From an optimization exercise on the open Yosys and OpenROAD flow, aimed at small area; shortcuts taken in it are not production practice.
Only simulation tests tie the RTL to the original design; equivalence was not proved.

<file path="flow/design.v">
module c6288_top (clk,
    in256, in239, in222, in205, in188, in171, in154, in137, in120, in103, in86, in69, in52, in35, in18, in1, in528, in511, in494, in477, in460, in443, in426, in409, in392, in375, in358, in341, in324, in307, in290, in273,
    out6287, out6288, out6280, out6270, out6260, out6250, out6240, out6230, out6220, out6210, out6200, out6190, out6180, out6170, out6160, out6150, out6123, out5971, out5672, out5308, out4946, out4591, out4241, out3895, out3552, out3211, out2877, out2548, out2223, out1901, out1581, out545);
  input clk;
  input in256, in239, in222, in205, in188, in171, in154, in137, in120, in103, in86, in69, in52, in35, in18, in1, in528, in511, in494, in477, in460, in443, in426, in409, in392, in375, in358, in341, in324, in307, in290, in273;
  output reg out6287, out6288, out6280, out6270, out6260, out6250, out6240, out6230, out6220, out6210, out6200, out6190, out6180, out6170, out6160, out6150, out6123, out5971, out5672, out5308, out4946, out4591, out4241, out3895, out3552, out3211, out2877, out2548, out2223, out1901, out1581, out545;
  wire c_out6287;
  wire c_out6288;
  wire c_out6280;
  wire c_out6270;
  wire c_out6260;
  wire c_out6250;
  wire c_out6240;
  wire c_out6230;
  wire c_out6220;
  wire c_out6210;
  wire c_out6200;
  wire c_out6190;
  wire c_out6180;
  wire c_out6170;
  wire c_out6160;
  wire c_out6150;
  wire c_out6123;
  wire c_out5971;
  wire c_out5672;
  wire c_out5308;
  wire c_out4946;
  wire c_out4591;
  wire c_out4241;
  wire c_out3895;
  wire c_out3552;
  wire c_out3211;
  wire c_out2877;
  wire c_out2548;
  wire c_out2223;
  wire c_out1901;
  wire c_out1581;
  wire c_out545;
  Circuit6288h core (
    .in256(in256),
    .in239(in239),
    .in222(in222),
    .in205(in205),
    .in188(in188),
    .in171(in171),
    .in154(in154),
    .in137(in137),
    .in120(in120),
    .in103(in103),
    .in86(in86),
    .in69(in69),
    .in52(in52),
    .in35(in35),
    .in18(in18),
    .in1(in1),
    .in528(in528),
    .in511(in511),
    .in494(in494),
    .in477(in477),
    .in460(in460),
    .in443(in443),
    .in426(in426),
    .in409(in409),
    .in392(in392),
    .in375(in375),
    .in358(in358),
    .in341(in341),
    .in324(in324),
    .in307(in307),
    .in290(in290),
    .in273(in273),
    .out6287(c_out6287),
    .out6288(c_out6288),
    .out6280(c_out6280),
    .out6270(c_out6270),
    .out6260(c_out6260),
    .out6250(c_out6250),
    .out6240(c_out6240),
    .out6230(c_out6230),
    .out6220(c_out6220),
    .out6210(c_out6210),
    .out6200(c_out6200),
    .out6190(c_out6190),
    .out6180(c_out6180),
    .out6170(c_out6170),
    .out6160(c_out6160),
    .out6150(c_out6150),
    .out6123(c_out6123),
    .out5971(c_out5971),
    .out5672(c_out5672),
    .out5308(c_out5308),
    .out4946(c_out4946),
    .out4591(c_out4591),
    .out4241(c_out4241),
    .out3895(c_out3895),
    .out3552(c_out3552),
    .out3211(c_out3211),
    .out2877(c_out2877),
    .out2548(c_out2548),
    .out2223(c_out2223),
    .out1901(c_out1901),
    .out1581(c_out1581),
    .out545(c_out545)
  );
  always @(posedge clk) begin
    out6287 <= c_out6287;
    out6288 <= c_out6288;
    out6280 <= c_out6280;
    out6270 <= c_out6270;
    out6260 <= c_out6260;
    out6250 <= c_out6250;
    out6240 <= c_out6240;
    out6230 <= c_out6230;
    out6220 <= c_out6220;
    out6210 <= c_out6210;
    out6200 <= c_out6200;
    out6190 <= c_out6190;
    out6180 <= c_out6180;
    out6170 <= c_out6170;
    out6160 <= c_out6160;
    out6150 <= c_out6150;
    out6123 <= c_out6123;
    out5971 <= c_out5971;
    out5672 <= c_out5672;
    out5308 <= c_out5308;
    out4946 <= c_out4946;
    out4591 <= c_out4591;
    out4241 <= c_out4241;
    out3895 <= c_out3895;
    out3552 <= c_out3552;
    out3211 <= c_out3211;
    out2877 <= c_out2877;
    out2548 <= c_out2548;
    out2223 <= c_out2223;
    out1901 <= c_out1901;
    out1581 <= c_out1581;
    out545 <= c_out545;
  end
endmodule

module Circuit6288h (in256, in239, in222, in205, in188, in171, in154, in137, 
                 in120, in103, in86, in69, in52, in35, in18, in1,
                 in528, in511, in494, in477, in460, in443, in426, in409,
                 in392, in375, in358, in341, in324, in307, in290, in273,
                 out6287, out6288, out6280, out6270,
                 out6260, out6250, out6240, out6230, 
                 out6220, out6210, out6200, out6190, 
                 out6180, out6170, out6160, out6150, 
                 out6123, out5971, out5672, out5308, 
                 out4946, out4591, out4241, out3895,
                 out3552, out3211, out2877, out2548,
                 out2223, out1901, out1581, out545);
  input          in256, in239, in222, in205, in188, in171, in154, in137, 
                 in120, in103, in86, in69, in52, in35, in18, in1,
                 in528, in511, in494, in477, in460, in443, in426, in409,
                 in392, in375, in358, in341, in324, in307, in290, in273;
  output         out6287, out6288, out6280, out6270,
                 out6260, out6250, out6240, out6230, 
                 out6220, out6210, out6200, out6190, 
                 out6180, out6170, out6160, out6150, 
                 out6123, out5971, out5672, out5308, 
                 out4946, out4591, out4241, out3895,
                 out3552, out3211, out2877, out2548,
                 out2223, out1901, out1581, out545;
  wire [15:0]   A, B;
  wire [31:0]   P;
  assign
      A[15:0] = {in256, in239, in222, in205, in188, in171, in154, in137, 
                 in120, in103, in86, in69, in52, in35, in18, in1},
      B[15:0] = {in528, in511, in494, in477, in460, in443, in426, in409,
                 in392, in375, in358, in341, in324, in307, in290, in273},
      {out6287, out6288, out6280, out6270,
       out6260, out6250, out6240, out6230, 
       out6220, out6210, out6200, out6190, 
       out6180, out6170, out6160, out6150, 
       out6123, out5971, out5672, out5308, 
       out4946, out4591, out4241, out3895,
       out3552, out3211, out2877, out2548,
       out2223, out1901, out1581, out545} = P[31:0];
  TopLevel6288b Ckt6288b (A, B, P);
endmodule  
module TopLevel6288b (A, B, P);
  input[15:0]	A, B;
  output[31:0]	P;
  assign P = A*B;
endmodule  
</file>
<file path="flow/run.sh">
#!/bin/bash
# synth_recipe.tcl (not shown) runs the flow's synth.tcl, then flattens the netlist and writes it again
# the make line also repeats each setting of config.mk as NAME=value (left out here)
make -C /OpenROAD-flow-scripts/flow DESIGN_CONFIG=/design/flow/config.mk WORK_HOME=/design/flow/orfs CLKGATE_MAP_FILE= SYNTH_SCRIPT=/design/flow/synth_recipe.tcl finish
</file>
<file path="flow/constraint.sdc">
create_clock -name core_clock -period 10.0 [get_ports {clk}]
set_input_delay 2.0000 -clock core_clock [delete_from_list [all_inputs] [get_ports {clk}]]
set_output_delay 2.0000 -clock core_clock [all_outputs]
set_load 0.01 [all_outputs]
</file>
<file path="flow/config.mk">
export PLATFORM = sky130hd
export DESIGN_NAME = c6288_top
export DESIGN_NICKNAME = c6288_top
export VERILOG_FILES = /design/flow/design.v
export SDC_FILE = /design/flow/constraint.sdc
export NUM_CORES = 4
export LEC_CHECK = 0
export CAP_MARGIN = 20
export CORE_MARGIN = 2
export CORE_UTILIZATION = 40
export SLEW_MARGIN = 20
</file>
==> summary.txt <==
DP HPWL 17.70 mm; Gates resized, CTS repair 0; Worst Tran Pin Value 0.8692 ns; WL final 22.24 mm; Mean Syn Cell Area 8.958 sq um; Yosys reg bits 32; post-synth cell types 44; max frequency 0.1227 GHz; initial antenna violation count 0; DRT antenna net count 0; critical path type in2reg; Worst Hold End out545$_DFF_P_; worst hold-check path type in2reg; sequential fraction of the synthesis area 6.970%; filler instances 2241; GRT Resource Usage Total 19.27%; Data arrival, critical path 8.35 ns; FP Rows 55; first-pass GRT wire length 36.79 mm; Critical Path Sink Type flop; # IOs 65; CTS Hold Bufs 0; CTS sink cnt 32; Warnings, synthesis 1; setup slack after layout 1.852 ns; Reg clk slew, reported paths 0.05 ns; max_cap viols 0; CP required 10.20 ns; # DRC 0; wire per inst 16.57 microns; Syn-to-layout area delta 10.86%; Mapped Cells 1026; IO buf count 64; CTS buffer count 5; core box area 22570 sq um; Max transition margin 41.87%; CTS tree done; final hold slack 2.807 ns; multi-input logic area 7555 sq um; total grt overflow 0; critical-path maximum fanout 16; htree depth 2; Slew Viols, Final 0; nets@finish 1388; Vias 6810; Initial DRC Count 323; final hold violation count 0; Die X-Extent 155.6 microns; Initial Utilization 40.72%; status complete, no violations; RSZ-0062 raised after global routing false; vias per inst 5.075; routability cong. 0.8820; Pre-Repair DR Iteration Count 5; die area 24210 sq um; root cell of the clock tree clkbuf_16; largest net degree at the start of global routing 17; Die Ht 155.6 microns; met1 WL 9.501 mm; vias in the first global route 7165; area of the mapped netlist 9191 sq um; uppermost routed layer met4; fin crit share 81.48%; DP Worst Slack 1.581 ns; Max Root-Sink Buffers 2; WL met3 926 microns; post-route setup TNS 0 ns; # setup viols final 0; layout cell share with drive strength beyond 1 1.419%; met2 routed wirelength 11.38 mm; total setup buffers inserted after CTS 0; fin util 45.14%; Syn Nets 1357; sequential cell area 640.6 sq um; CP startpoint kind primary input; ANT cells 0; minimum clock period after layout 8.148 ns; Hold Path Origin in273; Hold Path Depth 2
[synth_stat cells]
cell type  count  area, sq um
inv_1        223        837.1
fa_1         194         3884
nand2_1      154        578.1
and2_1       123        769.5
ha_1         104         1301
clkbuf_1      39        146.4
dfxtp_1       32        640.6
a21oi_1       27        135.1
xnor2_1       20        175.2
o21ai_0       16        80.08
nor2_1        14        52.55
a21o_1         9        67.56
nand4_1        7        43.79
xor2_1         7        61.31
a211oi_1       5        37.54
a31oi_1        5        31.28
nor3_1         5        25.02
and3_1         4        25.02
nand3_1        4        20.02
o21a_1         4        30.03
o21bai_1       3        22.52
o22ai_1        3        18.77
a21boi_0       2        15.01
a22oi_1        2        15.01
a2111oi_0      1        8.760
a21o_2         1        8.760
a221oi_2       1        15.01
a311o_1        1        10.01
a311oi_1       1        8.760
a31o_2         1        8.760
a32o_1         1        10.01
a41o_1         1        10.01
a41oi_1        1        8.760
and3_4         1        11.26
and3b_1        1        8.760
buf_2          1        5.000
buf_4          1        7.510
nand2b_1       1        6.260
nor3b_1        1        7.510
o21ai_2        1        8.760
o311ai_0       1        8.760
o31ai_2        1        12.51
or2_2          1        6.260
or4_1          1        7.510
[layout make-up]
cell class | count | share of cell area, %
tap | 285 | 3.499
timing repair buffer | 65 | 6.360
clock buffer | 7 | 1.498
inverter | 223 | 8.215
sequential | 32 | 6.287
multi-input combinational | 730 | 74.14
[stage by stage]
stage                     std cells  area [sq um]
after floorplan                1026          9191
after global placement         1335         10040
after detailed placement       1335         10040
after CTS                      1342         10190
after global routing           1342         10190
final                          1342         10190
[layer usage]
layer	GRT usage, %	up-vias
met4	3.582	0
met5	0	-
met2	34.07	173
met3	2.722	26
met1	25.43	3461
li1	-	3150
[placed cells by master, fill, tap and decap left out, types with 16 or more instances in the layout]
cell	count
fa_1	194
ha_1	104
and2_1	123
dfxtp_1	32
o21ai_0	16
clkdlybuf4s50_1	64
a21oi_1	27
xnor2_1	20
nand2_1	154
inv_1	223
[logic make-up (layout without fill, tap and decap cells)]
logic type	Yosys count	after routing	synth area share (%)
AOI/OAI and AO/OA	88	88	6.221
xor gates and xnor gates	27	27	2.573
adders and majority gates	298	298	56.41
buffers and inverters	264	295	10.84
DFF	32	32	6.970
and+or+nand+nor	317	317	16.99
[worst max path at each step]
stage	from	to	slack, ns
after floorplan	in392	out6280$_DFF_P_	2.88
after global placement	in120	out6288$_DFF_P_	1.55
after detailed placement	in120	out6288$_DFF_P_	1.58
after CTS	in120	out6280$_DFF_P_	1.86
after global routing	in171	out6288$_DFF_P_	1.58
final	in171	out6280$_DFF_P_	1.85
[critical path, cell delays in order]
cell and delay (ns):
clkdlybuf4s50_1 0.87, and2_1 0.38, fa_1 0.54, inv_1 0.05
fa_1 0.46, fa_1 0.52, inv_1 0.06, fa_1 0.46
fa_1 0.52, inv_1 0.05, fa_1 0.47, inv_1 0.04
ha_1 0.35, a21oi_1 0.33, a211oi_1 0.15, o21a_1 0.20
a211oi_1 0.45, nor3_1 0.13, o22ai_1 0.17, xnor2_1 0.14

-- re-timing with driven ports --
The flow's constraints put no driver on any port. The routed layout listed below was extracted and timed again, unchanged, in two steps. Step 1 sets driving cells, clkbuf_16 on the clock port and buf_2 on the other inputs (assumed; they add their load-dependent delay and slew). Step 2 moves the port delays by t, midway between the first and last clock arrival at a register: inputs arrive t later, outputs are due t later. That takes back most of the time a late clock gives input paths. Slacks: ideal / step 1 / step 2; pairs: ideal / step 1.
t (ns): 0.302
setup slack, ns: 1.852 / 1.850 / 1.548
clock arrival spread, ns: 0.008 / 0.007
worst register clock-pin slew, ns: 0.05 / 0.05
After both steps this run still meets setup and hold. For this run, drivers alone change the setup slack by -0.002 ns; drivers and shift together by -0.304 ns.
